What follows belongs to an exercise in optimizing a design on an open flow for small area, a short achievable clock period and few clock cycles; a production flow would make more cautious choices. Only simulation tests tie the RTL to the original design; equivalence was not proved. Power is estimated from default activity; no workload was simulated.

## red
// single_cycle_risc
module single_cycle_risc (
  input         clk,
  input         rst,
  output [31:0] imem_addr,
  input  [31:0] imem_data,
  output        wb_valid,
  output [4:0]  wb_rd,
  output [31:0] wb_data
);
Settings: LEC_CHECK=0, CAP_MARGIN=30, CELL_PAD_IN_SITES_DETAIL_PLACEMENT=1, CELL_PAD_IN_SITES_GLOBAL_PLACEMENT=2, CORE_MARGIN=2, CORE_UTILIZATION=40, PLACE_DENSITY=0.55, SLEW_MARGIN=30, SYNTH_HIERARCHICAL=1; clock period 25.0 ns.
standard.sh (not shown) runs the stock make flow with config.mk's settings and CLKGATE_MAP_FILE= SYNTH_SCRIPT=/design/flow/synth_recipe.tcl, a recipe that flattens the netlist after the stock synthesis.
==> flow/flow/run.sh <==
#!/bin/bash
# Layout: the standard ORFS flow (standard.sh), with
#  - timing repair aimed well below the design's clock period (a setup-slack
#    margin), so that the period the layout achieves gets optimised;
#  - port buffers of a stronger cell than the default delay buffer;
set -euo pipefail
CTS="-sink_clustering_enable -repair_clock_nets -sink_clustering_size 26 -sink_clustering_max_diameter 100 -dont_use_dummy_load -buf_list {sky130_fd_sc_hd__clkbuf_8 sky130_fd_sc_hd__clkbuf_16}"
bash standard.sh SETUP_SLACK_MARGIN=${MARGIN:-18.5} TNS_END_PERCENT=${TNS:-0} \
  "BUFFER_PORTS_ARGS=-buffer_cell sky130_fd_sc_hd__buf_4" "CTS_ARGS=$CTS" finish > standard_flow.log 2>&1
Testbench counts of red, summed over its fixed seeds: cycles 32,822.
--- input diff red..orange ---
# red
export LEC_CHECK = 0
export CAP_MARGIN = 30
export CELL_PAD_IN_SITES_DETAIL_PLACEMENT = 1
export CELL_PAD_IN_SITES_GLOBAL_PLACEMENT = 2
export CORE_MARGIN = 2
export CORE_UTILIZATION = 40
export PLACE_DENSITY = 0.55
export SLEW_MARGIN = 30
export SYNTH_HIERARCHICAL = 1
create_clock -name core_clock -period 25.0 [get_ports {clk}]
# orange
export LEC_CHECK = 0
export CAP_MARGIN = 30
export CELL_PAD_IN_SITES_DETAIL_PLACEMENT = 1
export CELL_PAD_IN_SITES_GLOBAL_PLACEMENT = 2
export CORE_MARGIN = 2
export CORE_UTILIZATION = 40
export PLACE_DENSITY = 0.5
export SLEW_MARGIN = 30
export SYNTH_HIERARCHICAL = 1
create_clock -name core_clock -period 25.0 [get_ports {clk}]
diff --git a/flow/flow/run.sh b/flow/flow/run.sh
--- a/flow/flow/run.sh
+++ b/flow/flow/run.sh
@@ -7,3 +7,3 @@
 CTS="-sink_clustering_enable -repair_clock_nets -sink_clustering_size 26 -sink_clustering_max_diameter 100 -dont_use_dummy_load -buf_list {sky130_fd_sc_hd__clkbuf_8 sky130_fd_sc_hd__clkbuf_16}"
-bash standard.sh SETUP_SLACK_MARGIN=${MARGIN:-18.5} TNS_END_PERCENT=${TNS:-0} \
+bash standard.sh SETUP_SLACK_MARGIN=${MARGIN:-18.5} TNS_END_PERCENT=${TNS:-5} \
   "BUFFER_PORTS_ARGS=-buffer_cell sky130_fd_sc_hd__buf_4" "CTS_ARGS=$CTS" finish > standard_flow.log 2>&1
[summary]
- Comparing red with orange, the sequential group power came out essentially unchanged.
- Diff red..orange | combinational power | negligible
- Launch point of the worst path = imem_data[15]: orange; launch point of the worst path = imem_data[16]: red
- The net switching fraction of the power was comparable across red and orange.
- [orange] clock skew fell 0.011 ns relative to red
- Between red and orange, the difference in combinational cell fraction of total power is negligible.
- Compared red against orange; arrival time of the worst setup path within noise.
- orange against red: worst-case hold slack barely changed; final area about even; relative slew slack went up 2.2 points; count of non-filler cells in the finished layout essentially unchanged.

* * *

Setup of job 1863:
Starting RTL as in the previous note.
clock: 25.0 ns
lec_check: 0
cap_margin: 30
cell_pad_in_sites_detail_placement: 1
cell_pad_in_sites_global_placement: 2
core_margin: 2
core_utilization: 40
place_density: 0.5
slew_margin: 30
synth_hierarchical: 1
==> flow/flow/run.sh <==
#!/bin/bash
# Layout: the standard ORFS flow (standard.sh), with
#  - timing repair aimed well below the design's clock period (a setup-slack
#    margin), so that the period the layout achieves gets optimised;
#  - port buffers of a stronger cell than the default delay buffer;
set -euo pipefail
CTS="-sink_clustering_enable -repair_clock_nets -sink_clustering_size 20 -sink_clustering_max_diameter 100 -dont_use_dummy_load -buf_list {sky130_fd_sc_hd__clkbuf_8 sky130_fd_sc_hd__clkbuf_16}"
bash standard.sh SETUP_SLACK_MARGIN=${MARGIN:-18.5} TNS_END_PERCENT=${TNS:-0} \
  "BUFFER_PORTS_ARGS=-buffer_cell sky130_fd_sc_hd__buf_4" "CTS_ARGS=$CTS" finish > standard_flow.log 2>&1
Job 1863: no failed stages, no open violations at the end
Testbench counts of job 1863, summed over its fixed seeds: cycles 32,822.
Modified inputs, job 5083 compared to job 1863
-- flow/flow/run.sh --
<<< job 1863, line 7
CTS="-sink_clustering_enable -repair_clock_nets -sink_clustering_size 20 -sink_clustering_max_diameter 100 -dont_use_dummy_load -buf_list {sky130_fd_sc_hd__clkbuf_8 sky130_fd_sc_hd__clkbuf_16}"
>>> job 5083, line 7
CTS="-sink_clustering_enable -repair_clock_nets -sink_clustering_size 26 -sink_clustering_max_diameter 100 -dont_use_dummy_load -buf_list {sky130_fd_sc_hd__clkbuf_8 sky130_fd_sc_hd__clkbuf_16}"
Any difference in post-detailed-route via-to-cell ratio between job 1863 and job 5083 is small enough to ignore.
~same number of global-route vias before repair in job 1863 and job 5083
Job 5083 -> job 1863: share of synthesized area spent on multiplexers delta 0, exact match
Against job 1863, job 5083 reports a routed length on met3 that is higher.
For via count, job 5083 and job 1863 come out practically identical.
Looking at worst setup path startpoint, the imem_data[20] result is from job 1863; the imem_data[16] one comes from job 5083.
The following lists how job 3710 was set up differently from job 5083:
- swapping 0.5 for 0.45 in PLACE_DENSITY
Findings:
Comparing job 3710 against job 5083, there is no change at all in die area.
Job 3710 against job 5083: worst reg-to-reg path cell count saw little to no change; final cell utilization of the core has remained practically unchanged; clock-pin slew of the registers on the worst-case setup and hold paths held steady; number of placement rows did not really move.
Area after synthesis: job 3710 vs job 5083 identical
Multi-input logic portion of the cell area came out exactly the same in job 3710 and job 5083.
Reported for job 3710 and job 5083, number of cells upsized or downsized after cts turned out identical to the last digit.
--- input diff job 3710..job 1575 ---
- PLACE_DENSITY changed from 0.45 to 0.5
-- flow/flow/run.sh --
<<< job 3710, line 8
bash standard.sh SETUP_SLACK_MARGIN=${MARGIN:-18.5} TNS_END_PERCENT=${TNS:-0} \
>>> job 1575, line 8
bash standard.sh SETUP_SLACK_MARGIN=${MARGIN:-18.5} TNS_END_PERCENT=${TNS:-20} \
Notes after the runs:
The critical path launch point comes out imem_data[22] in one run and imem_data[16] in the other, namely in job 1575 and job 3710 respectively. [compare] base=job 3710 new=job 1575: global-route usage now sits higher, reported sequential group power now sits at about the same level, worst-case register-to-register setup slack now sits higher, power consumption now sits higher. Between job 3710 and job 1575, the post-synthesis cell area does not differ in any meaningful way.

[afterwards: timing with drivers on the ports]
Ports are ideal in the flow. The routed layouts listed here were re-timed in OpenROAD. Step 1, drivers: a clkbuf_16 drives clk and a buf_2 each remaining input, both assumed. Step 2 times the ports against the registers' clock, not the clock port: input delays grow and output delays shrink by t, the midpoint of the rising clock arrivals with the driver on. Three values: ideal, step 1, step 2; two values: the first two.
run | t, ns | slack for setup (ns) | cell pins on the clock port's net
red | 0.780 | 17.814 / 17.881 / 17.101 | 1
orange | 0.793 | 17.846 / 17.911 / 17.118 | 1
job 1863 | 0.801 | 17.830 / 17.867 / 17.066 | 1
job 5083 | 0.780 | 17.814 / 17.881 / 17.101 | 1
job 3710 | 0.780 | 17.814 / 17.881 / 17.101 | 1
job 1575 | 0.789 | 17.821 / 17.846 / 17.056 | 1
After both steps every run listed still meets setup and hold. The setup slack of job 1575, which loses most, moves by +0.025 ns with the drivers and by -0.765 ns with both steps.
